Context: an optimization exercise on an open-source flow, tuned for small area, a short achievable clock period and few clock cycles. The choices shown serve that exercise and are no tape-out recipe. At most, simulation tests tie the RTL to the original design; equivalence was not proved. Only the layout flow was run in runs 2 and 3; the RTL was not checked for function there. Power is estimated from default activity; no workload was simulated.

==> flow/design.v, too long to show whole: its modules and the start of the top module <==
// module sdiv_op: 139 lines
// module sdiv_sub: 210 lines
// module sdiv_sub5: 36 lines
// module sdiv_pg0c: 4 lines
// module sdiv_pg0: 4 lines
// module sdiv_oai: 4 lines
// module sdiv_aoi: 4 lines
// module sdiv_inv2: 4 lines
// module sdiv_abs: 173 lines
// module sdiv_nor2: 3 lines
// module sdiv_nand2: 3 lines
// module sdiv_inv1: 3 lines
// module sdiv_shl: 12 lines
// module sdiv_msb: 29 lines
// module sdiv_dnext: 12 lines
module sdiv_op #(parameter INPUTS = 2,
		parameter OUTPUTS = 1,
		parameter DATA_IN_SIZE = 32,
		parameter DATA_OUT_SIZE = 32)
		(
		input clk,
		input rst,
		input [INPUTS * (DATA_IN_SIZE)- 1 : 0]data_in_bus,
		input [INPUTS - 1 : 0]valid_in_bus,
		output [INPUTS - 1 : 0] ready_in_bus,
		output [OUTPUTS * (DATA_OUT_SIZE) - 1 : 0]data_out_bus,
		output [OUTPUTS - 1 : 0]valid_out_bus,
		input [OUTPUTS - 1 : 0] ready_out_bus
);
  // ...
==> flow/flow/run.sh <==
#!/bin/bash
# The standard layout, with two changes to how it is made:
#  - small plain buffers on the ports instead of the delay cells buffer_ports
#    picks by default (every port still gets a buffer);
#  - the resizer may swap a cell for one with a different footprint
#    (MATCH_CELL_FOOTPRINT=0), so timing repair can upsize weak cells.
set -euo pipefail
export BUFFER_PORTS_ARGS="-buffer_cell sky130_fd_sc_hd__buf_2"
bash standard.sh MATCH_CELL_FOOTPRINT=0 finish > standard.log 2>&1
==> flow/standard.sh <==
#!/bin/bash
# synth_recipe.tcl (not shown) runs the flow's synth.tcl, then flattens the netlist and writes it again
# the make line also repeats each setting of config.mk as NAME=value (left out here)
make -C /OpenROAD-flow-scripts/flow DESIGN_CONFIG=/design/flow/config.mk WORK_HOME=/design/flow/orfs CLKGATE_MAP_FILE= SYNTH_SCRIPT=/design/flow/synth_recipe.tcl "${@:-finish}"
==> flow/config.mk <==
export PLATFORM = sky130hd
export DESIGN_NAME = sdiv_op
export DESIGN_NICKNAME = sdiv_op
export VERILOG_FILES = /design/flow/design.v
export SDC_FILE = /design/flow/constraint.sdc
export NUM_CORES = 4
export LEC_CHECK = 0
export CAP_MARGIN = 20
export CORE_MARGIN = 2
export CORE_UTILIZATION = 45
export PLACE_DENSITY = 0.6
export SETUP_SLACK_MARGIN = 2.4
export SLEW_MARGIN = 20
export SYNTH_HIERARCHICAL = 1
==> flow/constraint.sdc <==
create_clock -name core_clock -period 5.0 [get_ports {clk}]
set_input_delay 1.0000 -clock core_clock [delete_from_list [all_inputs] [get_ports {clk}]]
set_output_delay 1.0000 -clock core_clock [all_outputs]
set_load 0.01 [all_outputs]
==> impl_metrics.json, run 1 <==
{
  "status": "complete, no violations",
  "largest_class": "multi-input gates",
  "buffer_area_frac": 0.0594,
  "n_sequential_cell": 118,
  "clock_power_w": 0.00127,
  "intPower_w": 0.00187,
  "fin_crit_sh": 0.504,
  "r2r_start": "r[12]",
  "postCtsHoldBufs": 0,
  "wl_per_cell_um": 20.1,
  "ys_warn_count": 8,
  "drc": 0,
  "cp-endpoint": "shr[4]",
  "final_util": 0.519,
  "dp_slack_ns": 1.78,
  "multi_input_area_um2": 9280,
  "worst_slack_ns": 2.48,
  "dpl.hpwl_um": 29000,
  "slew_headroom": 0.318,
  "n_fill_cell": 2658,
  "finalSetupTns_ns": 0,
  "met2_length_um": 18000,
  "nClkBuffers": 17,
  "wl_met3_um": 1960,
  "power_w": 0.00254,
  "clkPwrFrac": 0.498,
  "r2r_end": "shr[4]",
  "grt_max_degree": 70,
  "critPathLaunch": "r[12]"
}
Testbench counts, summed over its fixed seeds: cycles 16,327.
==> module sdiv_sub, before the edit <==
module sdiv_sub (
	input  [31:0] r,
	input  [31:0] d,
	input         cin,
	output [31:0] diff,
	output        ge
);
	wire [31:0] g0, p0;
	wire [31:0] g1, p1;
	wire [31:0] g2, p2;
	wire [31:0] g3, p3;
	wire [31:0] g4, p4;
	wire [31:0] g5, p5;
	wire [31:0] t = r ^ ~d;
	sdiv_pg0c u0_0 (.a(r[0]), .b(d[0]), .c(cin), .gn(g0[0]), .pn(p0[0]));
	sdiv_pg0 u0_1 (.a(r[1]), .b(d[1]), .gn(g0[1]), .pn(p0[1]));
	sdiv_pg0 u0_2 (.a(r[2]), .b(d[2]), .gn(g0[2]), .pn(p0[2]));
	sdiv_pg0 u0_3 (.a(r[3]), .b(d[3]), .gn(g0[3]), .pn(p0[3]));
	sdiv_pg0 u0_4 (.a(r[4]), .b(d[4]), .gn(g0[4]), .pn(p0[4]));
	sdiv_pg0 u0_5 (.a(r[5]), .b(d[5]), .gn(g0[5]), .pn(p0[5]));
	sdiv_pg0 u0_6 (.a(r[6]), .b(d[6]), .gn(g0[6]), .pn(p0[6]));
	sdiv_pg0 u0_7 (.a(r[7]), .b(d[7]), .gn(g0[7]), .pn(p0[7]));
	sdiv_pg0 u0_8 (.a(r[8]), .b(d[8]), .gn(g0[8]), .pn(p0[8]));
	sdiv_pg0 u0_9 (.a(r[9]), .b(d[9]), .gn(g0[9]), .pn(p0[9]));
	sdiv_pg0 u0_10 (.a(r[10]), .b(d[10]), .gn(g0[10]), .pn(p0[10]));
	sdiv_pg0 u0_11 (.a(r[11]), .b(d[11]), .gn(g0[11]), .pn(p0[11]));
	sdiv_pg0 u0_12 (.a(r[12]), .b(d[12]), .gn(g0[12]), .pn(p0[12]));
	sdiv_pg0 u0_13 (.a(r[13]), .b(d[13]), .gn(g0[13]), .pn(p0[13]));
	sdiv_pg0 u0_14 (.a(r[14]), .b(d[14]), .gn(g0[14]), .pn(p0[14]));
	sdiv_pg0 u0_15 (.a(r[15]), .b(d[15]), .gn(g0[15]), .pn(p0[15]));
	sdiv_pg0 u0_16 (.a(r[16]), .b(d[16]), .gn(g0[16]), .pn(p0[16]));
	sdiv_pg0 u0_17 (.a(r[17]), .b(d[17]), .gn(g0[17]), .pn(p0[17]));
	sdiv_pg0 u0_18 (.a(r[18]), .b(d[18]), .gn(g0[18]), .pn(p0[18]));
	sdiv_pg0 u0_19 (.a(r[19]), .b(d[19]), .gn(g0[19]), .pn(p0[19]));
	sdiv_pg0 u0_20 (.a(r[20]), .b(d[20]), .gn(g0[20]), .pn(p0[20]));
	sdiv_pg0 u0_21 (.a(r[21]), .b(d[21]), .gn(g0[21]), .pn(p0[21]));
	sdiv_pg0 u0_22 (.a(r[22]), .b(d[22]), .gn(g0[22]), .pn(p0[22]));
	sdiv_pg0 u0_23 (.a(r[23]), .b(d[23]), .gn(g0[23]), .pn(p0[23]));
	sdiv_pg0 u0_24 (.a(r[24]), .b(d[24]), .gn(g0[24]), .pn(p0[24]));
	sdiv_pg0 u0_25 (.a(r[25]), .b(d[25]), .gn(g0[25]), .pn(p0[25]));
	sdiv_pg0 u0_26 (.a(r[26]), .b(d[26]), .gn(g0[26]), .pn(p0[26]));
	sdiv_pg0 u0_27 (.a(r[27]), .b(d[27]), .gn(g0[27]), .pn(p0[27]));
	sdiv_pg0 u0_28 (.a(r[28]), .b(d[28]), .gn(g0[28]), .pn(p0[28]));
	sdiv_pg0 u0_29 (.a(r[29]), .b(d[29]), .gn(g0[29]), .pn(p0[29]));
	sdiv_pg0 u0_30 (.a(r[30]), .b(d[30]), .gn(g0[30]), .pn(p0[30]));
	sdiv_pg0 u0_31 (.a(r[31]), .b(d[31]), .gn(g0[31]), .pn(p0[31]));
	sdiv_inv2 u1_0 (.g(g0[0]), .p(p0[0]), .go(g1[0]), .po(p1[0]));
	sdiv_oai u1_1 (.gh(g0[1]), .ph(p0[1]), .gl(g0[0]), .pl(p0[0]), .go(g1[1]), .po(p1[1]));
	sdiv_oai u1_2 (.gh(g0[2]), .ph(p0[2]), .gl(g0[1]), .pl(p0[1]), .go(g1[2]), .po(p1[2]));
	sdiv_oai u1_3 (.gh(g0[3]), .ph(p0[3]), .gl(g0[2]), .pl(p0[2]), .go(g1[3]), .po(p1[3]));
	sdiv_oai u1_4 (.gh(g0[4]), .ph(p0[4]), .gl(g0[3]), .pl(p0[3]), .go(g1[4]), .po(p1[4]));
	sdiv_oai u1_5 (.gh(g0[5]), .ph(p0[5]), .gl(g0[4]), .pl(p0[4]), .go(g1[5]), .po(p1[5]));
	sdiv_oai u1_6 (.gh(g0[6]), .ph(p0[6]), .gl(g0[5]), .pl(p0[5]), .go(g1[6]), .po(p1[6]));
	sdiv_oai u1_7 (.gh(g0[7]), .ph(p0[7]), .gl(g0[6]), .pl(p0[6]), .go(g1[7]), .po(p1[7]));
	sdiv_oai u1_8 (.gh(g0[8]), .ph(p0[8]), .gl(g0[7]), .pl(p0[7]), .go(g1[8]), .po(p1[8]));
	sdiv_oai u1_9 (.gh(g0[9]), .ph(p0[9]), .gl(g0[8]), .pl(p0[8]), .go(g1[9]), .po(p1[9]));
	sdiv_oai u1_10 (.gh(g0[10]), .ph(p0[10]), .gl(g0[9]), .pl(p0[9]), .go(g1[10]), .po(p1[10]));
	sdiv_oai u1_11 (.gh(g0[11]), .ph(p0[11]), .gl(g0[10]), .pl(p0[10]), .go(g1[11]), .po(p1[11]));
	sdiv_oai u1_12 (.gh(g0[12]), .ph(p0[12]), .gl(g0[11]), .pl(p0[11]), .go(g1[12]), .po(p1[12]));
	sdiv_oai u1_13 (.gh(g0[13]), .ph(p0[13]), .gl(g0[12]), .pl(p0[12]), .go(g1[13]), .po(p1[13]));
	sdiv_oai u1_14 (.gh(g0[14]), .ph(p0[14]), .gl(g0[13]), .pl(p0[13]), .go(g1[14]), .po(p1[14]));
	sdiv_oai u1_15 (.gh(g0[15]), .ph(p0[15]), .gl(g0[14]), .pl(p0[14]), .go(g1[15]), .po(p1[15]));
	sdiv_oai u1_16 (.gh(g0[16]), .ph(p0[16]), .gl(g0[15]), .pl(p0[15]), .go(g1[16]), .po(p1[16]));
	sdiv_oai u1_17 (.gh(g0[17]), .ph(p0[17]), .gl(g0[16]), .pl(p0[16]), .go(g1[17]), .po(p1[17]));
	sdiv_oai u1_18 (.gh(g0[18]), .ph(p0[18]), .gl(g0[17]), .pl(p0[17]), .go(g1[18]), .po(p1[18]));
	sdiv_oai u1_19 (.gh(g0[19]), .ph(p0[19]), .gl(g0[18]), .pl(p0[18]), .go(g1[19]), .po(p1[19]));
	sdiv_oai u1_20 (.gh(g0[20]), .ph(p0[20]), .gl(g0[19]), .pl(p0[19]), .go(g1[20]), .po(p1[20]));
	sdiv_oai u1_21 (.gh(g0[21]), .ph(p0[21]), .gl(g0[20]), .pl(p0[20]), .go(g1[21]), .po(p1[21]));
	sdiv_oai u1_22 (.gh(g0[22]), .ph(p0[22]), .gl(g0[21]), .pl(p0[21]), .go(g1[22]), .po(p1[22]));
	sdiv_oai u1_23 (.gh(g0[23]), .ph(p0[23]), .gl(g0[22]), .pl(p0[22]), .go(g1[23]), .po(p1[23]));
	sdiv_oai u1_24 (.gh(g0[24]), .ph(p0[24]), .gl(g0[23]), .pl(p0[23]), .go(g1[24]), .po(p1[24]));
	sdiv_oai u1_25 (.gh(g0[25]), .ph(p0[25]), .gl(g0[24]), .pl(p0[24]), .go(g1[25]), .po(p1[25]));
	sdiv_oai u1_26 (.gh(g0[26]), .ph(p0[26]), .gl(g0[25]), .pl(p0[25]), .go(g1[26]), .po(p1[26]));
	sdiv_oai u1_27 (.gh(g0[27]), .ph(p0[27]), .gl(g0[26]), .pl(p0[26]), .go(g1[27]), .po(p1[27]));
	sdiv_oai u1_28 (.gh(g0[28]), .ph(p0[28]), .gl(g0[27]), .pl(p0[27]), .go(g1[28]), .po(p1[28]));
	sdiv_oai u1_29 (.gh(g0[29]), .ph(p0[29]), .gl(g0[28]), .pl(p0[28]), .go(g1[29]), .po(p1[29]));
	sdiv_oai u1_30 (.gh(g0[30]), .ph(p0[30]), .gl(g0[29]), .pl(p0[29]), .go(g1[30]), .po(p1[30]));
	sdiv_oai u1_31 (.gh(g0[31]), .ph(p0[31]), .gl(g0[30]), .pl(p0[30]), .go(g1[31]), .po(p1[31]));
	sdiv_inv2 u2_0 (.g(g1[0]), .p(p1[0]), .go(g2[0]), .po(p2[0]));
	sdiv_inv2 u2_1 (.g(g1[1]), .p(p1[1]), .go(g2[1]), .po(p2[1]));
	sdiv_aoi u2_2 (.gh(g1[2]), .ph(p1[2]), .gl(g1[0]), .pl(p1[0]), .go(g2[2]), .po(p2[2]));
	sdiv_aoi u2_3 (.gh(g1[3]), .ph(p1[3]), .gl(g1[1]), .pl(p1[1]), .go(g2[3]), .po(p2[3]));
	sdiv_aoi u2_4 (.gh(g1[4]), .ph(p1[4]), .gl(g1[2]), .pl(p1[2]), .go(g2[4]), .po(p2[4]));
	sdiv_aoi u2_5 (.gh(g1[5]), .ph(p1[5]), .gl(g1[3]), .pl(p1[3]), .go(g2[5]), .po(p2[5]));
	sdiv_aoi u2_6 (.gh(g1[6]), .ph(p1[6]), .gl(g1[4]), .pl(p1[4]), .go(g2[6]), .po(p2[6]));
	sdiv_aoi u2_7 (.gh(g1[7]), .ph(p1[7]), .gl(g1[5]), .pl(p1[5]), .go(g2[7]), .po(p2[7]));
	sdiv_aoi u2_8 (.gh(g1[8]), .ph(p1[8]), .gl(g1[6]), .pl(p1[6]), .go(g2[8]), .po(p2[8]));
	sdiv_aoi u2_9 (.gh(g1[9]), .ph(p1[9]), .gl(g1[7]), .pl(p1[7]), .go(g2[9]), .po(p2[9]));
	sdiv_aoi u2_10 (.gh(g1[10]), .ph(p1[10]), .gl(g1[8]), .pl(p1[8]), .go(g2[10]), .po(p2[10]));
	sdiv_aoi u2_11 (.gh(g1[11]), .ph(p1[11]), .gl(g1[9]), .pl(p1[9]), .go(g2[11]), .po(p2[11]));
	sdiv_aoi u2_12 (.gh(g1[12]), .ph(p1[12]), .gl(g1[10]), .pl(p1[10]), .go(g2[12]), .po(p2[12]));
	sdiv_aoi u2_13 (.gh(g1[13]), .ph(p1[13]), .gl(g1[11]), .pl(p1[11]), .go(g2[13]), .po(p2[13]));
	sdiv_aoi u2_14 (.gh(g1[14]), .ph(p1[14]), .gl(g1[12]), .pl(p1[12]), .go(g2[14]), .po(p2[14]));
	sdiv_aoi u2_15 (.gh(g1[15]), .ph(p1[15]), .gl(g1[13]), .pl(p1[13]), .go(g2[15]), .po(p2[15]));
	sdiv_aoi u2_16 (.gh(g1[16]), .ph(p1[16]), .gl(g1[14]), .pl(p1[14]), .go(g2[16]), .po(p2[16]));
	sdiv_aoi u2_17 (.gh(g1[17]), .ph(p1[17]), .gl(g1[15]), .pl(p1[15]), .go(g2[17]), .po(p2[17]));
	sdiv_aoi u2_18 (.gh(g1[18]), .ph(p1[18]), .gl(g1[16]), .pl(p1[16]), .go(g2[18]), .po(p2[18]));
	sdiv_aoi u2_19 (.gh(g1[19]), .ph(p1[19]), .gl(g1[17]), .pl(p1[17]), .go(g2[19]), .po(p2[19]));
	sdiv_aoi u2_20 (.gh(g1[20]), .ph(p1[20]), .gl(g1[18]), .pl(p1[18]), .go(g2[20]), .po(p2[20]));
	sdiv_aoi u2_21 (.gh(g1[21]), .ph(p1[21]), .gl(g1[19]), .pl(p1[19]), .go(g2[21]), .po(p2[21]));
	sdiv_aoi u2_22 (.gh(g1[22]), .ph(p1[22]), .gl(g1[20]), .pl(p1[20]), .go(g2[22]), .po(p2[22]));
	sdiv_aoi u2_23 (.gh(g1[23]), .ph(p1[23]), .gl(g1[21]), .pl(p1[21]), .go(g2[23]), .po(p2[23]));
	sdiv_aoi u2_24 (.gh(g1[24]), .ph(p1[24]), .gl(g1[22]), .pl(p1[22]), .go(g2[24]), .po(p2[24]));
	sdiv_aoi u2_25 (.gh(g1[25]), .ph(p1[25]), .gl(g1[23]), .pl(p1[23]), .go(g2[25]), .po(p2[25]));
	sdiv_aoi u2_26 (.gh(g1[26]), .ph(p1[26]), .gl(g1[24]), .pl(p1[24]), .go(g2[26]), .po(p2[26]));
	sdiv_aoi u2_27 (.gh(g1[27]), .ph(p1[27]), .gl(g1[25]), .pl(p1[25]), .go(g2[27]), .po(p2[27]));
	sdiv_aoi u2_28 (.gh(g1[28]), .ph(p1[28]), .gl(g1[26]), .pl(p1[26]), .go(g2[28]), .po(p2[28]));
	sdiv_aoi u2_29 (.gh(g1[29]), .ph(p1[29]), .gl(g1[27]), .pl(p1[27]), .go(g2[29]), .po(p2[29]));
	sdiv_aoi u2_30 (.gh(g1[30]), .ph(p1[30]), .gl(g1[28]), .pl(p1[28]), .go(g2[30]), .po(p2[30]));
	sdiv_aoi u2_31 (.gh(g1[31]), .ph(p1[31]), .gl(g1[29]), .pl(p1[29]), .go(g2[31]), .po(p2[31]));
	sdiv_inv2 u3_0 (.g(g2[0]), .p(p2[0]), .go(g3[0]), .po(p3[0]));
	sdiv_inv2 u3_1 (.g(g2[1]), .p(p2[1]), .go(g3[1]), .po(p3[1]));
	sdiv_inv2 u3_2 (.g(g2[2]), .p(p2[2]), .go(g3[2]), .po(p3[2]));
	sdiv_inv2 u3_3 (.g(g2[3]), .p(p2[3]), .go(g3[3]), .po(p3[3]));
	sdiv_oai u3_4 (.gh(g2[4]), .ph(p2[4]), .gl(g2[0]), .pl(p2[0]), .go(g3[4]), .po(p3[4]));
	sdiv_oai u3_5 (.gh(g2[5]), .ph(p2[5]), .gl(g2[1]), .pl(p2[1]), .go(g3[5]), .po(p3[5]));
	sdiv_oai u3_6 (.gh(g2[6]), .ph(p2[6]), .gl(g2[2]), .pl(p2[2]), .go(g3[6]), .po(p3[6]));
	sdiv_oai u3_7 (.gh(g2[7]), .ph(p2[7]), .gl(g2[3]), .pl(p2[3]), .go(g3[7]), .po(p3[7]));
	sdiv_oai u3_8 (.gh(g2[8]), .ph(p2[8]), .gl(g2[4]), .pl(p2[4]), .go(g3[8]), .po(p3[8]));
	sdiv_oai u3_9 (.gh(g2[9]), .ph(p2[9]), .gl(g2[5]), .pl(p2[5]), .go(g3[9]), .po(p3[9]));
	sdiv_oai u3_10 (.gh(g2[10]), .ph(p2[10]), .gl(g2[6]), .pl(p2[6]), .go(g3[10]), .po(p3[10]));
	sdiv_oai u3_11 (.gh(g2[11]), .ph(p2[11]), .gl(g2[7]), .pl(p2[7]), .go(g3[11]), .po(p3[11]));
	sdiv_oai u3_12 (.gh(g2[12]), .ph(p2[12]), .gl(g2[8]), .pl(p2[8]), .go(g3[12]), .po(p3[12]));
	sdiv_oai u3_13 (.gh(g2[13]), .ph(p2[13]), .gl(g2[9]), .pl(p2[9]), .go(g3[13]), .po(p3[13]));
	sdiv_oai u3_14 (.gh(g2[14]), .ph(p2[14]), .gl(g2[10]), .pl(p2[10]), .go(g3[14]), .po(p3[14]));
	sdiv_oai u3_15 (.gh(g2[15]), .ph(p2[15]), .gl(g2[11]), .pl(p2[11]), .go(g3[15]), .po(p3[15]));
	sdiv_oai u3_16 (.gh(g2[16]), .ph(p2[16]), .gl(g2[12]), .pl(p2[12]), .go(g3[16]), .po(p3[16]));
	sdiv_oai u3_17 (.gh(g2[17]), .ph(p2[17]), .gl(g2[13]), .pl(p2[13]), .go(g3[17]), .po(p3[17]));
	sdiv_oai u3_18 (.gh(g2[18]), .ph(p2[18]), .gl(g2[14]), .pl(p2[14]), .go(g3[18]), .po(p3[18]));
	sdiv_oai u3_19 (.gh(g2[19]), .ph(p2[19]), .gl(g2[15]), .pl(p2[15]), .go(g3[19]), .po(p3[19]));
	sdiv_oai u3_20 (.gh(g2[20]), .ph(p2[20]), .gl(g2[16]), .pl(p2[16]), .go(g3[20]), .po(p3[20]));
	sdiv_oai u3_21 (.gh(g2[21]), .ph(p2[21]), .gl(g2[17]), .pl(p2[17]), .go(g3[21]), .po(p3[21]));
	sdiv_oai u3_22 (.gh(g2[22]), .ph(p2[22]), .gl(g2[18]), .pl(p2[18]), .go(g3[22]), .po(p3[22]));
	sdiv_oai u3_23 (.gh(g2[23]), .ph(p2[23]), .gl(g2[19]), .pl(p2[19]), .go(g3[23]), .po(p3[23]));
	sdiv_oai u3_24 (.gh(g2[24]), .ph(p2[24]), .gl(g2[20]), .pl(p2[20]), .go(g3[24]), .po(p3[24]));
	sdiv_oai u3_25 (.gh(g2[25]), .ph(p2[25]), .gl(g2[21]), .pl(p2[21]), .go(g3[25]), .po(p3[25]));
	sdiv_oai u3_26 (.gh(g2[26]), .ph(p2[26]), .gl(g2[22]), .pl(p2[22]), .go(g3[26]), .po(p3[26]));
	sdiv_oai u3_27 (.gh(g2[27]), .ph(p2[27]), .gl(g2[23]), .pl(p2[23]), .go(g3[27]), .po(p3[27]));
	sdiv_oai u3_28 (.gh(g2[28]), .ph(p2[28]), .gl(g2[24]), .pl(p2[24]), .go(g3[28]), .po(p3[28]));
	sdiv_oai u3_29 (.gh(g2[29]), .ph(p2[29]), .gl(g2[25]), .pl(p2[25]), .go(g3[29]), .po(p3[29]));
	sdiv_oai u3_30 (.gh(g2[30]), .ph(p2[30]), .gl(g2[26]), .pl(p2[26]), .go(g3[30]), .po(p3[30]));
	sdiv_oai u3_31 (.gh(g2[31]), .ph(p2[31]), .gl(g2[27]), .pl(p2[27]), .go(g3[31]), .po(p3[31]));
	sdiv_inv2 u4_0 (.g(g3[0]), .p(p3[0]), .go(g4[0]), .po(p4[0]));
	sdiv_inv2 u4_1 (.g(g3[1]), .p(p3[1]), .go(g4[1]), .po(p4[1]));
	sdiv_inv2 u4_2 (.g(g3[2]), .p(p3[2]), .go(g4[2]), .po(p4[2]));
	sdiv_inv2 u4_3 (.g(g3[3]), .p(p3[3]), .go(g4[3]), .po(p4[3]));
	sdiv_inv2 u4_4 (.g(g3[4]), .p(p3[4]), .go(g4[4]), .po(p4[4]));
	sdiv_inv2 u4_5 (.g(g3[5]), .p(p3[5]), .go(g4[5]), .po(p4[5]));
	sdiv_inv2 u4_6 (.g(g3[6]), .p(p3[6]), .go(g4[6]), .po(p4[6]));
	sdiv_inv2 u4_7 (.g(g3[7]), .p(p3[7]), .go(g4[7]), .po(p4[7]));
	sdiv_aoi u4_8 (.gh(g3[8]), .ph(p3[8]), .gl(g3[0]), .pl(p3[0]), .go(g4[8]), .po(p4[8]));
	sdiv_aoi u4_9 (.gh(g3[9]), .ph(p3[9]), .gl(g3[1]), .pl(p3[1]), .go(g4[9]), .po(p4[9]));
	sdiv_aoi u4_10 (.gh(g3[10]), .ph(p3[10]), .gl(g3[2]), .pl(p3[2]), .go(g4[10]), .po(p4[10]));
	sdiv_aoi u4_11 (.gh(g3[11]), .ph(p3[11]), .gl(g3[3]), .pl(p3[3]), .go(g4[11]), .po(p4[11]));
	sdiv_aoi u4_12 (.gh(g3[12]), .ph(p3[12]), .gl(g3[4]), .pl(p3[4]), .go(g4[12]), .po(p4[12]));
	sdiv_aoi u4_13 (.gh(g3[13]), .ph(p3[13]), .gl(g3[5]), .pl(p3[5]), .go(g4[13]), .po(p4[13]));
	sdiv_aoi u4_14 (.gh(g3[14]), .ph(p3[14]), .gl(g3[6]), .pl(p3[6]), .go(g4[14]), .po(p4[14]));
	sdiv_aoi u4_15 (.gh(g3[15]), .ph(p3[15]), .gl(g3[7]), .pl(p3[7]), .go(g4[15]), .po(p4[15]));
	sdiv_aoi u4_16 (.gh(g3[16]), .ph(p3[16]), .gl(g3[8]), .pl(p3[8]), .go(g4[16]), .po(p4[16]));
	sdiv_aoi u4_17 (.gh(g3[17]), .ph(p3[17]), .gl(g3[9]), .pl(p3[9]), .go(g4[17]), .po(p4[17]));
	sdiv_aoi u4_18 (.gh(g3[18]), .ph(p3[18]), .gl(g3[10]), .pl(p3[10]), .go(g4[18]), .po(p4[18]));
	sdiv_aoi u4_19 (.gh(g3[19]), .ph(p3[19]), .gl(g3[11]), .pl(p3[11]), .go(g4[19]), .po(p4[19]));
	sdiv_aoi u4_20 (.gh(g3[20]), .ph(p3[20]), .gl(g3[12]), .pl(p3[12]), .go(g4[20]), .po(p4[20]));
	sdiv_aoi u4_21 (.gh(g3[21]), .ph(p3[21]), .gl(g3[13]), .pl(p3[13]), .go(g4[21]), .po(p4[21]));
	sdiv_aoi u4_22 (.gh(g3[22]), .ph(p3[22]), .gl(g3[14]), .pl(p3[14]), .go(g4[22]), .po(p4[22]));
	sdiv_aoi u4_23 (.gh(g3[23]), .ph(p3[23]), .gl(g3[15]), .pl(p3[15]), .go(g4[23]), .po(p4[23]));
	sdiv_aoi u4_24 (.gh(g3[24]), .ph(p3[24]), .gl(g3[16]), .pl(p3[16]), .go(g4[24]), .po(p4[24]));
	sdiv_aoi u4_25 (.gh(g3[25]), .ph(p3[25]), .gl(g3[17]), .pl(p3[17]), .go(g4[25]), .po(p4[25]));
	sdiv_aoi u4_26 (.gh(g3[26]), .ph(p3[26]), .gl(g3[18]), .pl(p3[18]), .go(g4[26]), .po(p4[26]));
	sdiv_aoi u4_27 (.gh(g3[27]), .ph(p3[27]), .gl(g3[19]), .pl(p3[19]), .go(g4[27]), .po(p4[27]));
	sdiv_aoi u4_28 (.gh(g3[28]), .ph(p3[28]), .gl(g3[20]), .pl(p3[20]), .go(g4[28]), .po(p4[28]));
	sdiv_aoi u4_29 (.gh(g3[29]), .ph(p3[29]), .gl(g3[21]), .pl(p3[21]), .go(g4[29]), .po(p4[29]));
	sdiv_aoi u4_30 (.gh(g3[30]), .ph(p3[30]), .gl(g3[22]), .pl(p3[22]), .go(g4[30]), .po(p4[30]));
	sdiv_aoi u4_31 (.gh(g3[31]), .ph(p3[31]), .gl(g3[23]), .pl(p3[23]), .go(g4[31]), .po(p4[31]));
	sdiv_inv2 u5_0 (.g(g4[0]), .p(p4[0]), .go(g5[0]), .po(p5[0]));
	sdiv_inv2 u5_1 (.g(g4[1]), .p(p4[1]), .go(g5[1]), .po(p5[1]));
	sdiv_inv2 u5_2 (.g(g4[2]), .p(p4[2]), .go(g5[2]), .po(p5[2]));
	sdiv_inv2 u5_3 (.g(g4[3]), .p(p4[3]), .go(g5[3]), .po(p5[3]));
	sdiv_inv2 u5_4 (.g(g4[4]), .p(p4[4]), .go(g5[4]), .po(p5[4]));
	sdiv_inv2 u5_5 (.g(g4[5]), .p(p4[5]), .go(g5[5]), .po(p5[5]));
	sdiv_inv2 u5_6 (.g(g4[6]), .p(p4[6]), .go(g5[6]), .po(p5[6]));
	sdiv_inv2 u5_7 (.g(g4[7]), .p(p4[7]), .go(g5[7]), .po(p5[7]));
	sdiv_inv2 u5_8 (.g(g4[8]), .p(p4[8]), .go(g5[8]), .po(p5[8]));
	sdiv_inv2 u5_9 (.g(g4[9]), .p(p4[9]), .go(g5[9]), .po(p5[9]));
	sdiv_inv2 u5_10 (.g(g4[10]), .p(p4[10]), .go(g5[10]), .po(p5[10]));
	sdiv_inv2 u5_11 (.g(g4[11]), .p(p4[11]), .go(g5[11]), .po(p5[11]));
	sdiv_inv2 u5_12 (.g(g4[12]), .p(p4[12]), .go(g5[12]), .po(p5[12]));
	sdiv_inv2 u5_13 (.g(g4[13]), .p(p4[13]), .go(g5[13]), .po(p5[13]));
	sdiv_inv2 u5_14 (.g(g4[14]), .p(p4[14]), .go(g5[14]), .po(p5[14]));
	sdiv_inv2 u5_15 (.g(g4[15]), .p(p4[15]), .go(g5[15]), .po(p5[15]));
	sdiv_oai u5_16 (.gh(g4[16]), .ph(p4[16]), .gl(g4[0]), .pl(p4[0]), .go(g5[16]), .po(p5[16]));
	sdiv_oai u5_17 (.gh(g4[17]), .ph(p4[17]), .gl(g4[1]), .pl(p4[1]), .go(g5[17]), .po(p5[17]));
	sdiv_oai u5_18 (.gh(g4[18]), .ph(p4[18]), .gl(g4[2]), .pl(p4[2]), .go(g5[18]), .po(p5[18]));
	sdiv_oai u5_19 (.gh(g4[19]), .ph(p4[19]), .gl(g4[3]), .pl(p4[3]), .go(g5[19]), .po(p5[19]));
	sdiv_oai u5_20 (.gh(g4[20]), .ph(p4[20]), .gl(g4[4]), .pl(p4[4]), .go(g5[20]), .po(p5[20]));
	sdiv_oai u5_21 (.gh(g4[21]), .ph(p4[21]), .gl(g4[5]), .pl(p4[5]), .go(g5[21]), .po(p5[21]));
	sdiv_oai u5_22 (.gh(g4[22]), .ph(p4[22]), .gl(g4[6]), .pl(p4[6]), .go(g5[22]), .po(p5[22]));
	sdiv_oai u5_23 (.gh(g4[23]), .ph(p4[23]), .gl(g4[7]), .pl(p4[7]), .go(g5[23]), .po(p5[23]));
	sdiv_oai u5_24 (.gh(g4[24]), .ph(p4[24]), .gl(g4[8]), .pl(p4[8]), .go(g5[24]), .po(p5[24]));
	sdiv_oai u5_25 (.gh(g4[25]), .ph(p4[25]), .gl(g4[9]), .pl(p4[9]), .go(g5[25]), .po(p5[25]));
	sdiv_oai u5_26 (.gh(g4[26]), .ph(p4[26]), .gl(g4[10]), .pl(p4[10]), .go(g5[26]), .po(p5[26]));
	sdiv_oai u5_27 (.gh(g4[27]), .ph(p4[27]), .gl(g4[11]), .pl(p4[11]), .go(g5[27]), .po(p5[27]));
	sdiv_oai u5_28 (.gh(g4[28]), .ph(p4[28]), .gl(g4[12]), .pl(p4[12]), .go(g5[28]), .po(p5[28]));
	sdiv_oai u5_29 (.gh(g4[29]), .ph(p4[29]), .gl(g4[13]), .pl(p4[13]), .go(g5[29]), .po(p5[29]));
	sdiv_oai u5_30 (.gh(g4[30]), .ph(p4[30]), .gl(g4[14]), .pl(p4[14]), .go(g5[30]), .po(p5[30]));
	sdiv_oai u5_31 (.gh(g4[31]), .ph(p4[31]), .gl(g4[15]), .pl(p4[15]), .go(g5[31]), .po(p5[31]));
	wire [32:0] c = {g5, cin};
	assign diff = t ^ c[31:0];
	assign ge = c[32];
endmodule
==> module sdiv_sub5, before the edit <==
module sdiv_sub5 (
	input  [4:0] r,
	input  [4:0] d,
	input         cin,
	output [4:0] diff,
	output        ge
);
	wire [4:0] g0, p0;
	wire [4:0] g1, p1;
	wire [4:0] g2, p2;
	wire [4:0] g3, p3;
	wire [4:0] t = r ^ ~d;
	sdiv_pg0c u0_0 (.a(r[0]), .b(d[0]), .c(cin), .gn(g0[0]), .pn(p0[0]));
	sdiv_pg0 u0_1 (.a(r[1]), .b(d[1]), .gn(g0[1]), .pn(p0[1]));
	sdiv_pg0 u0_2 (.a(r[2]), .b(d[2]), .gn(g0[2]), .pn(p0[2]));
	sdiv_pg0 u0_3 (.a(r[3]), .b(d[3]), .gn(g0[3]), .pn(p0[3]));
	sdiv_pg0 u0_4 (.a(r[4]), .b(d[4]), .gn(g0[4]), .pn(p0[4]));
	sdiv_inv2 u1_0 (.g(g0[0]), .p(p0[0]), .go(g1[0]), .po(p1[0]));
	sdiv_oai u1_1 (.gh(g0[1]), .ph(p0[1]), .gl(g0[0]), .pl(p0[0]), .go(g1[1]), .po(p1[1]));
	sdiv_oai u1_2 (.gh(g0[2]), .ph(p0[2]), .gl(g0[1]), .pl(p0[1]), .go(g1[2]), .po(p1[2]));
	sdiv_oai u1_3 (.gh(g0[3]), .ph(p0[3]), .gl(g0[2]), .pl(p0[2]), .go(g1[3]), .po(p1[3]));
	sdiv_oai u1_4 (.gh(g0[4]), .ph(p0[4]), .gl(g0[3]), .pl(p0[3]), .go(g1[4]), .po(p1[4]));
	sdiv_inv2 u2_0 (.g(g1[0]), .p(p1[0]), .go(g2[0]), .po(p2[0]));
	sdiv_inv2 u2_1 (.g(g1[1]), .p(p1[1]), .go(g2[1]), .po(p2[1]));
	sdiv_aoi u2_2 (.gh(g1[2]), .ph(p1[2]), .gl(g1[0]), .pl(p1[0]), .go(g2[2]), .po(p2[2]));
	sdiv_aoi u2_3 (.gh(g1[3]), .ph(p1[3]), .gl(g1[1]), .pl(p1[1]), .go(g2[3]), .po(p2[3]));
	sdiv_aoi u2_4 (.gh(g1[4]), .ph(p1[4]), .gl(g1[2]), .pl(p1[2]), .go(g2[4]), .po(p2[4]));
	sdiv_inv2 u3_0 (.g(g2[0]), .p(p2[0]), .go(g3[0]), .po(p3[0]));
	sdiv_inv2 u3_1 (.g(g2[1]), .p(p2[1]), .go(g3[1]), .po(p3[1]));
	sdiv_inv2 u3_2 (.g(g2[2]), .p(p2[2]), .go(g3[2]), .po(p3[2]));
	sdiv_inv2 u3_3 (.g(g2[3]), .p(p2[3]), .go(g3[3]), .po(p3[3]));
	sdiv_oai u3_4 (.gh(g2[4]), .ph(p2[4]), .gl(g2[0]), .pl(p2[0]), .go(g3[4]), .po(p3[4]));
	wire [5:0] c = {g3, cin};
	assign diff = t ^ c[4:0];
	assign ge = c[5];
endmodule
==> module sdiv_dnext, before the edit <==
module sdiv_dnext (
	input         ld,
	input  [31:0] ldv,
	input         shf,
	input  [31:0] dsh,
	input         div,
	input  [31:0] d,
	output [31:0] y
);
	wire [31:0] base = div ? {1'b0, d[31:1]} : d;
	assign y = ld ? ldv : (shf ? dsh : base);
endmodule
==> run 2, diff against run 1 <==
--- a/flow/design.v
+++ b/flow/design.v
@@ -150,7 +150,39 @@
 	wire [31:0] g3, p3;
 	wire [31:0] g4, p4;
 	wire [31:0] g5, p5;
-	wire [31:0] t = r ^ ~d;
+	wire [31:0] t;
+	sdiv_xnor ut_0 (.a(r[0]), .b(d[0]), .y(t[0]));
+	sdiv_xnor ut_1 (.a(r[1]), .b(d[1]), .y(t[1]));
+	sdiv_xnor ut_2 (.a(r[2]), .b(d[2]), .y(t[2]));
+	sdiv_xnor ut_3 (.a(r[3]), .b(d[3]), .y(t[3]));
+	sdiv_xnor ut_4 (.a(r[4]), .b(d[4]), .y(t[4]));
+	sdiv_xnor ut_5 (.a(r[5]), .b(d[5]), .y(t[5]));
+	sdiv_xnor ut_6 (.a(r[6]), .b(d[6]), .y(t[6]));
+	sdiv_xnor ut_7 (.a(r[7]), .b(d[7]), .y(t[7]));
+	sdiv_xnor ut_8 (.a(r[8]), .b(d[8]), .y(t[8]));
+	sdiv_xnor ut_9 (.a(r[9]), .b(d[9]), .y(t[9]));
+	sdiv_xnor ut_10 (.a(r[10]), .b(d[10]), .y(t[10]));
+	sdiv_xnor ut_11 (.a(r[11]), .b(d[11]), .y(t[11]));
+	sdiv_xnor ut_12 (.a(r[12]), .b(d[12]), .y(t[12]));
+	sdiv_xnor ut_13 (.a(r[13]), .b(d[13]), .y(t[13]));
+	sdiv_xnor ut_14 (.a(r[14]), .b(d[14]), .y(t[14]));
+	sdiv_xnor ut_15 (.a(r[15]), .b(d[15]), .y(t[15]));
+	sdiv_xnor ut_16 (.a(r[16]), .b(d[16]), .y(t[16]));
+	sdiv_xnor ut_17 (.a(r[17]), .b(d[17]), .y(t[17]));
+	sdiv_xnor ut_18 (.a(r[18]), .b(d[18]), .y(t[18]));
+	sdiv_xnor ut_19 (.a(r[19]), .b(d[19]), .y(t[19]));
+	sdiv_xnor ut_20 (.a(r[20]), .b(d[20]), .y(t[20]));
+	sdiv_xnor ut_21 (.a(r[21]), .b(d[21]), .y(t[21]));
+	sdiv_xnor ut_22 (.a(r[22]), .b(d[22]), .y(t[22]));
+	sdiv_xnor ut_23 (.a(r[23]), .b(d[23]), .y(t[23]));
+	sdiv_xnor ut_24 (.a(r[24]), .b(d[24]), .y(t[24]));
+	sdiv_xnor ut_25 (.a(r[25]), .b(d[25]), .y(t[25]));
+	sdiv_xnor ut_26 (.a(r[26]), .b(d[26]), .y(t[26]));
+	sdiv_xnor ut_27 (.a(r[27]), .b(d[27]), .y(t[27]));
+	sdiv_xnor ut_28 (.a(r[28]), .b(d[28]), .y(t[28]));
+	sdiv_xnor ut_29 (.a(r[29]), .b(d[29]), .y(t[29]));
+	sdiv_xnor ut_30 (.a(r[30]), .b(d[30]), .y(t[30]));
+	sdiv_xnor ut_31 (.a(r[31]), .b(d[31]), .y(t[31]));
 	sdiv_pg0c u0_0 (.a(r[0]), .b(d[0]), .c(cin), .gn(g0[0]), .pn(p0[0]));
 	sdiv_pg0 u0_1 (.a(r[1]), .b(d[1]), .gn(g0[1]), .pn(p0[1]));
 	sdiv_pg0 u0_2 (.a(r[2]), .b(d[2]), .gn(g0[2]), .pn(p0[2]));
@@ -358,7 +390,12 @@
 	wire [4:0] g1, p1;
 	wire [4:0] g2, p2;
 	wire [4:0] g3, p3;
-	wire [4:0] t = r ^ ~d;
+	wire [4:0] t;
+	sdiv_xnor ut_0 (.a(r[0]), .b(d[0]), .y(t[0]));
+	sdiv_xnor ut_1 (.a(r[1]), .b(d[1]), .y(t[1]));
+	sdiv_xnor ut_2 (.a(r[2]), .b(d[2]), .y(t[2]));
+	sdiv_xnor ut_3 (.a(r[3]), .b(d[3]), .y(t[3]));
+	sdiv_xnor ut_4 (.a(r[4]), .b(d[4]), .y(t[4]));
 	sdiv_pg0c u0_0 (.a(r[0]), .b(d[0]), .c(cin), .gn(g0[0]), .pn(p0[0]));
 	sdiv_pg0 u0_1 (.a(r[1]), .b(d[1]), .gn(g0[1]), .pn(p0[1]));
 	sdiv_pg0 u0_2 (.a(r[2]), .b(d[2]), .gn(g0[2]), .pn(p0[2]));
@@ -391,6 +428,9 @@
 	assign gn = ~(a & ~b);
 	assign pn = ~(a | ~b);
 endmodule
+module sdiv_xnor (input a, input b, output y);
+	assign y = a ^ ~b;
+endmodule
 module sdiv_oai (input gh, input ph, input gl, input pl, output go, output po);
 	assign go = ~(gh & (ph | gl));
 	assign po = ~(ph | pl);
@@ -635,6 +675,6 @@
 	input  [31:0] d,
 	output [31:0] y
 );
-	wire [31:0] base = div ? {1'b0, d[31:1]} : d;
-	assign y = ld ? ldv : (shf ? dsh : base);
+	wire [31:0] base = ld ? ldv : (div ? {1'b0, d[31:1]} : d);
+	assign y = shf ? dsh : base;
 endmodule
==> flow/flow/run.sh (replaced) <==
#!/bin/bash
# The standard layout, with small plain buffers on the ports instead of the
# delay cells buffer_ports picks by default. Every port still gets a buffer.
set -euo pipefail
export BUFFER_PORTS_ARGS="-buffer_cell sky130_fd_sc_hd__buf_2"
bash standard.sh > standard.log 2>&1
==> run 2 against run 1 <==
- clock power fell by 9%
- worst setup slack got worse by 0.058 ns
- sequential power about the same
- area after synthesis down 1.4%
- final area decreased by 2.2%
- clock skew increased by 0.0026 ns
- global-route usage down 0.64 points
- critical endpoint unchanged
- highest routed layer unchanged
==> impl_metrics.json, run 2 <==
{
  "dr_total_vias": 10800,
  "cp-start-kind": "flip-flop",
  "fp.dieH_um": 172,
  "drv_slew": 0,
  "crit_type": "reg -> reg",
  "cts_tree": "yes",
  "grt_pass1_wl_um": 56800,
  "htreeDepth": 4,
  "grt_pass1_vias": 10100,
  "crit_path_top_delay_cell": "or4_1",
  "worst-path-max-fanout": 3,
  "start_util": 0.458,
  "syn_avg_cell_area_um2": 8.75,
  "place_congestion": 0.981,
  "core_area_um2": 27800,
  "register_area_um2": 3160,
  "drtAntennaViolNets": 0,
  "slew_headroom": 0.293,
  "n_antenna_cell": 0,
  "rows": 61,
  "drc": 0,
  "mostFrequentLayoutCells": "nand2_1 (183), nor2_1 (158), buf_2 (103)",
  "synthesis.area_um2": 12700,
  "root_buffer": "clkbuf_16",
  "placed_cell_area_um2": 13600,
  "die_area_um2": 29600,
  "wl_um": 36900,
  "cts.sinks": 118,
  "crit_buf_inv": 1,
  "hold_viol_final": 0,
  "peakVddDrop_v": 0.000194,
  "crit_path_end_kind": "flip-flop",
  "ys_warn_count": 8,
  "drt_first_pass_iters": 5,
  "wl_per_cell_um": 18.9,
  "drv_cap": 0,
  "dpl.hpwl_um": 28400,
  "mostFrequentLayoutCell": "nand2_1",
  "syn_to_final_growth_pct": 13.4,
  "numCtsBuffers": 17,
  "power_w": 0.00242,
  "clkLatencyLatePin_ns": 0.42,
  "netlist_instances": 1455,
  "hold_path_class": "in -> async",
  "grt_max_degree": 70,
  "powerDensity_nw_per_um2": 168,
  "postCtsHoldBufs": 0,
  "grt_remaining_overflow": 0,
  "worstPathArrival_ns": 2.87,
  "timing_worst_slew_pin_value_ns": 1.06,
  "critPathTopFamily": "simple AND/OR/NAND/NOR gates",
  "n_fill_cell": 2725,
  "clkTransAtPathRegs_ns": 0.06,
  "slowest_delay_ns": 0.63,
  "drive_gt1_frac": 0.331,
  "crit_chain": "or4_1 -> nor2b_4 -> a32o_1 -> o21ai_1 -> nor2b_2 -> o21ai_2 -> a21oi_2 -> inv_1 -> xor2_1",
  "grt_setup_unrepaired": "yes",
  "die_w_um": 172,
  "finClkSkew_ns": 0.0137,
  "drt_iter0_drc": 1048,
  "min_period_ns": 2.58,
  "cts_max_path_buffers": 2,
  "viasPerCell": 5.57,
  "power_leakage_nw": 5.40,
  "fin_crit_sh": 0.515,
  "antenna_found_initial": 0,
  "setup-violations-final": 0,
  "status": "complete, no violations",
  "final_util": 0.520,
  "finalSetupTns_ns": 0,
  "portBuffers": 103,
  "ios": 104,
  "final-instance-count-excl-fill": 1948,
  "required_ns": 5.29,
  "largestRegisters": "d: 32 flops, q: 32 flops, r: 32 flops",
  "placed_cells": 1895,
  "fin_nets": 1633,
  "grt_use_total": 0.249,
  "fin_area_um2": 14400,
  "multi_input_area_um2": 9010,
  "timing.fmax_ghz": 0.388
}
==> run 2: final cells by class <==
cell class / count / area share
sequential: 118 / 0.219
inverter: 94 / 0.0244
clock inverter: 14 / 0.00815
clock buffer: 18 / 0.0297
tap: 378 / 0.0328
timing repair buffer: 143 / 0.0616
multi-input combinational: 1183 / 0.624
==> run 2: metrics by stage <==
stage	hold WS [ns]	setup slack, ns
2_1_floorplan	0.493	2.49
3_3_place_gp	0.525	1.82
3_5_place_dp	0.535	1.98
4_1_cts	0.526	2.40
5_1_grt	0.551	2.37
6_report	0.535	2.42
==> run 2: what timing repair did <==
action / 4_1_cts / 5_1_grt
setup buffers: 5 / 15
pin swaps: 1 / 3
endpoints found under the setup margin: 66 / 83
resized for setup: 13 / 31
==> run 2: metal layers <==
layer | global-route usage | share of wire | vias up
met2 | 0.393 | 0.45 | 370
met5 | 0 | 0 | -
met3 | 0.0357 | 0.051 | 64
li1 | - | - | 5299
met4 | 0.0800 | 0.028 | 0
met1 | 0.352 | 0.47 | 5109
==> run 2: worst paths after layout <==
path	startpoint	endpoint	slack, ns	cells past startpoint
worst min register to register	q[13]	q[14]	0.55	2
min in group core_clock	q[13]	q[14]	0.55	2
worst max-delay path	r[14]	shr[4]	2.42	9
worst max register to register	r[14]	shr[4]	2.42	9
max in group asynchronous	rst	rdy	4.16	2
worst min-delay path	rst	ov	0.53	2
==> run 2: power breakdown <==
part	internal (W)	switching (W)
clock network	0.000646	0.000508
registers	0.00102	0.00000664
logic	0.000103	0.000136
total	0.00177	0.000650
==> run 3, diff against run 2 <==
==> flow/flow/run.sh (replaced) <==
#!/bin/bash
# The standard layout, with small plain buffers on the ports instead of the
# delay cells buffer_ports picks by default. Every port still gets a buffer.
set -euo pipefail
export BUFFER_PORTS_ARGS="-buffer_cell sky130_fd_sc_hd__buf_1"
bash standard.sh > standard.log 2>&1
--- a/flow/config.mk
+++ b/flow/config.mk
@@ -7,8 +7,9 @@
 export LEC_CHECK = 0
 export CAP_MARGIN = 20
 export CORE_MARGIN = 2
-export CORE_UTILIZATION = 45
-export PLACE_DENSITY = 0.6
+export CORE_UTILIZATION = 55
+export CTS_BUF_LIST = sky130_fd_sc_hd__clkbuf_4 sky130_fd_sc_hd__clkbuf_8
+export PLACE_DENSITY = 0.65
 export SETUP_SLACK_MARGIN = 2.4
 export SLEW_MARGIN = 20
 export SYNTH_HIERARCHICAL = 1
==> run 3 against run 2 <==
- still clean on timing, DRC and antenna
- critical path depth is the same
- worst setup slack got worse by 0.019 ns
- sequential share of layout area increased by 0.67 points
- first-iteration DRC count down 9.6%
- combinational power decreased by 5%
- via count barely moved
- core utilization rose by 9.8 points
- total power shrank 12%
- clock skew up 0.0091 ns
- largest power group is now registers
==> impl_metrics.json, run 3 <==
{
  "r2r_end": "shr[4]",
  "drv_slew": 0,
  "crit_chain": "or4_4 -> nor2b_4 -> a32o_1 -> o21ai_1 -> nor2b_2 -> o21ai_2 -> a21oi_2 -> inv_1 -> xor2_2",
  "mostFrequentLayoutCells": "nand2_1 (183), nor2_1 (165), buf_1 (101)",
  "clkLatencyLatePin_ns": 0.45,
  "r2r_start": "r[12]",
  "timing_worst_slew_pin_value_ns": 1.11,
  "power_leakage_nw": 5.06,
  "power_w": 0.00213,
  "syn_to_final_growth_pct": 10.2,
  "cts_max_path_buffers": 2,
  "grt_pass1_vias": 9909,
  "final-instance-count-excl-fill": 1846,
  "slew_headroom": 0.257,
  "grt_use_total": 0.299,
  "worstPathArrival_ns": 2.93,
  "placed_cell_area_um2": 13300,
  "portBuffers": 103,
  "ff2ff_setup_slack_ns": 2.41,
  "ys_warn_count": 8,
  "placed_cells": 1800,
  "status": "complete, no violations",
  "dpl.hpwl_um": 28500,
  "syn_avg_cell_area_um2": 8.75,
  "combPwrFrac": 0.106,
  "grt_max_degree": 78,
  "cp-start-kind": "flip-flop",
  "crit_type": "reg -> reg",
  "hold_path_class": "in -> async",
  "die_w_um": 156,
  "start_util": 0.561,
  "ios": 104,
  "cts.sinks": 118,
  "multi_input_area_um2": 9090,
  "worst-path-max-fanout": 6,
  "mostFrequentLayoutCell": "nand2_1",
  "min_period_ns": 2.59,
  "antenna_found_initial": 0,
  "seq_power_share": 0.487,
  "wl_um": 36800,
  "fin_crit_sh": 0.519,
  "viasPerCell": 5.88,
  "root_buffer": "clkbuf_8",
  "crit_path_top_delay_cell": "or4_4",
  "fin_nets": 1624,
  "drc": 0,
  "setup-violations-final": 0,
  "n_antenna_cell": 0,
  "core_area_um2": 22700,
  "largestRegisters": "d: 32 flops, q: 32 flops, r: 32 flops",
  "die_area_um2": 24400,
  "register_area_um2": 3170,
  "drt_iter0_drc": 947,
  "critPathTopFamily": "simple AND/OR/NAND/NOR gates",
  "numCtsBuffers": 17,
  "crit_path_end_kind": "flip-flop",
  "place_congestion": 0.986,
  "slowest_delay_ns": 0.56,
  "htreeDepth": 4,
  "n_fill_cell": 2069,
  "clkPwrFrac": 0.406,
  "crit_buf_inv": 1,
  "netlist_instances": 1455,
  "drtAntennaViolNets": 0,
  "timing.fmax_ghz": 0.385,
  "grt_pass1_wl_um": 56100,
  "intPower_w": 0.00152,
  "grt_setup_unrepaired": "no",
  "powerDensity_nw_per_um2": 152,
  "switchingPower_w": 0.000604,
  "rows": 55,
  "worst_slack_ns": 2.41,
  "rr_worst_depth": 9,
  "required_ns": 5.34,
  "wl_per_cell_um": 19.9,
  "drt_first_pass_iters": 6,
  "synthesis.area_um2": 12700,
  "dr_total_vias": 10900,
  "peakVddDrop_v": 0.000133,
  "drive_gt1_frac": 0.266,
  "switching_share": 0.284,
  "finClkSkew_ns": 0.0228,
  "hold_viol_final": 0,
  "clkTransAtPathRegs_ns": 0.09,
  "dp_slack_ns": 1.85,
  "grt_remaining_overflow": 0,
  "fin_area_um2": 14000,
  "fp.dieH_um": 156,
  "cts_tree": "yes",
  "drv_cap": 0,
  "finalSetupTns_ns": 0
}
## run 3: power by group through the flow
stage | registers, W | logic (W) | clock network (W)
floorplan | 0.00105 | 0.000163 | 0
global placement | 0.00106 | 0.000217 | 0
detailed placement | 0.00106 | 0.000218 | 0
CTS | 0.00104 | 0.000218 | 0.000881
global route | 0.00104 | 0.000244 | 0.000925
finish | 0.00104 | 0.000226 | 0.000863
## run 3: cell type report
class,instances,area share
multi-input combinational,1184,0.648
tap,285,0.0254
clock buffer,17,0.0167
clock inverter,15,0.0103
sequential,118,0.226
inverter,94,0.0252
timing repair buffer,133,0.0482
## run 3: metrics by stage
stage / utilization / hold WS [ns]
4_1_cts: 0.609 / 0.467
2_1_floorplan: - / 0.493
3_5_place_dp: 0.585 / 0.532
3_3_place_gp: 0.585 / 0.523
5_1_grt: 0.618 / 0.488
6_report: 0.618 / 0.470
## run 3: worst max-delay path by stage
stage | start | endpoint | slack (ns) | cells past startpoint
global placement | d[21] | r[3] | 1.88 | 8
detailed placement | d[21] | r[3] | 1.85 | 8
global route | r[14] | shr[4] | 2.37 | 9
floorplan | d[21] | r[0] | 2.49 | 8
finish | r[12] | shr[4] | 2.41 | 9
CTS | shr[1] | d[26] | 2.40 | 7
## run 3: timing repair
item | CTS | global route
gates resized for setup | 14 | 39
cloned | 1 | 0
hold buffers | 0 | 0
setup buffers | 5 | 7
endpoints found under the setup margin | 91 | 47
pin swaps | 2 | 2
hold endpoints to repair | 0 | 0
## run 3: routing by layer
layer,vias to the layer above,share of wire,global-route usage
met4,0,0.019,0.0765
met3,48,0.065,0.0514
met2,385,0.46,0.473
met5,-,0,0
li1,5278,-,-
met1,5140,0.46,0.423

-- port drivers added, routing unchanged --
How much do the figures lean on ideal ports? The routed layouts below were timed once more, with nothing changed but the port constraints. Step 1 (the two cells are an assumption about what drives the block):
set clk [get_ports {clk}]
set_driving_cell -lib_cell sky130_fd_sc_hd__clkbuf_16 $clk
set_driving_cell -lib_cell sky130_fd_sc_hd__buf_2 [delete_from_list [all_inputs] $clk]
Step 2 adds t to the input delays and takes it off the output delays; t is the mean of the earliest and latest rising clock arrival at the registers after step 1. Input paths then give back, and output paths get back, about the clock's delay inside the block. Slacks: no drivers / after step 1 / after step 2; pairs: no drivers / after step 1.
| run | t (ns) | slack for setup (ns) | worst setup path at the end |
|---|---|---|---|
| run 1 | 0.473 | 2.482 / 2.482 / 2.310 | input to register |
| run 2 | 0.464 | 2.424 / 2.424 / 2.282 | input to register |
| run 3 | 0.484 | 2.405 / 2.405 / 2.194 | input to register |
After both steps setup and hold are still met in every run listed. The setup slack of run 3, which loses most, moves by 0.000 ns with the drivers and by -0.211 ns with both steps.
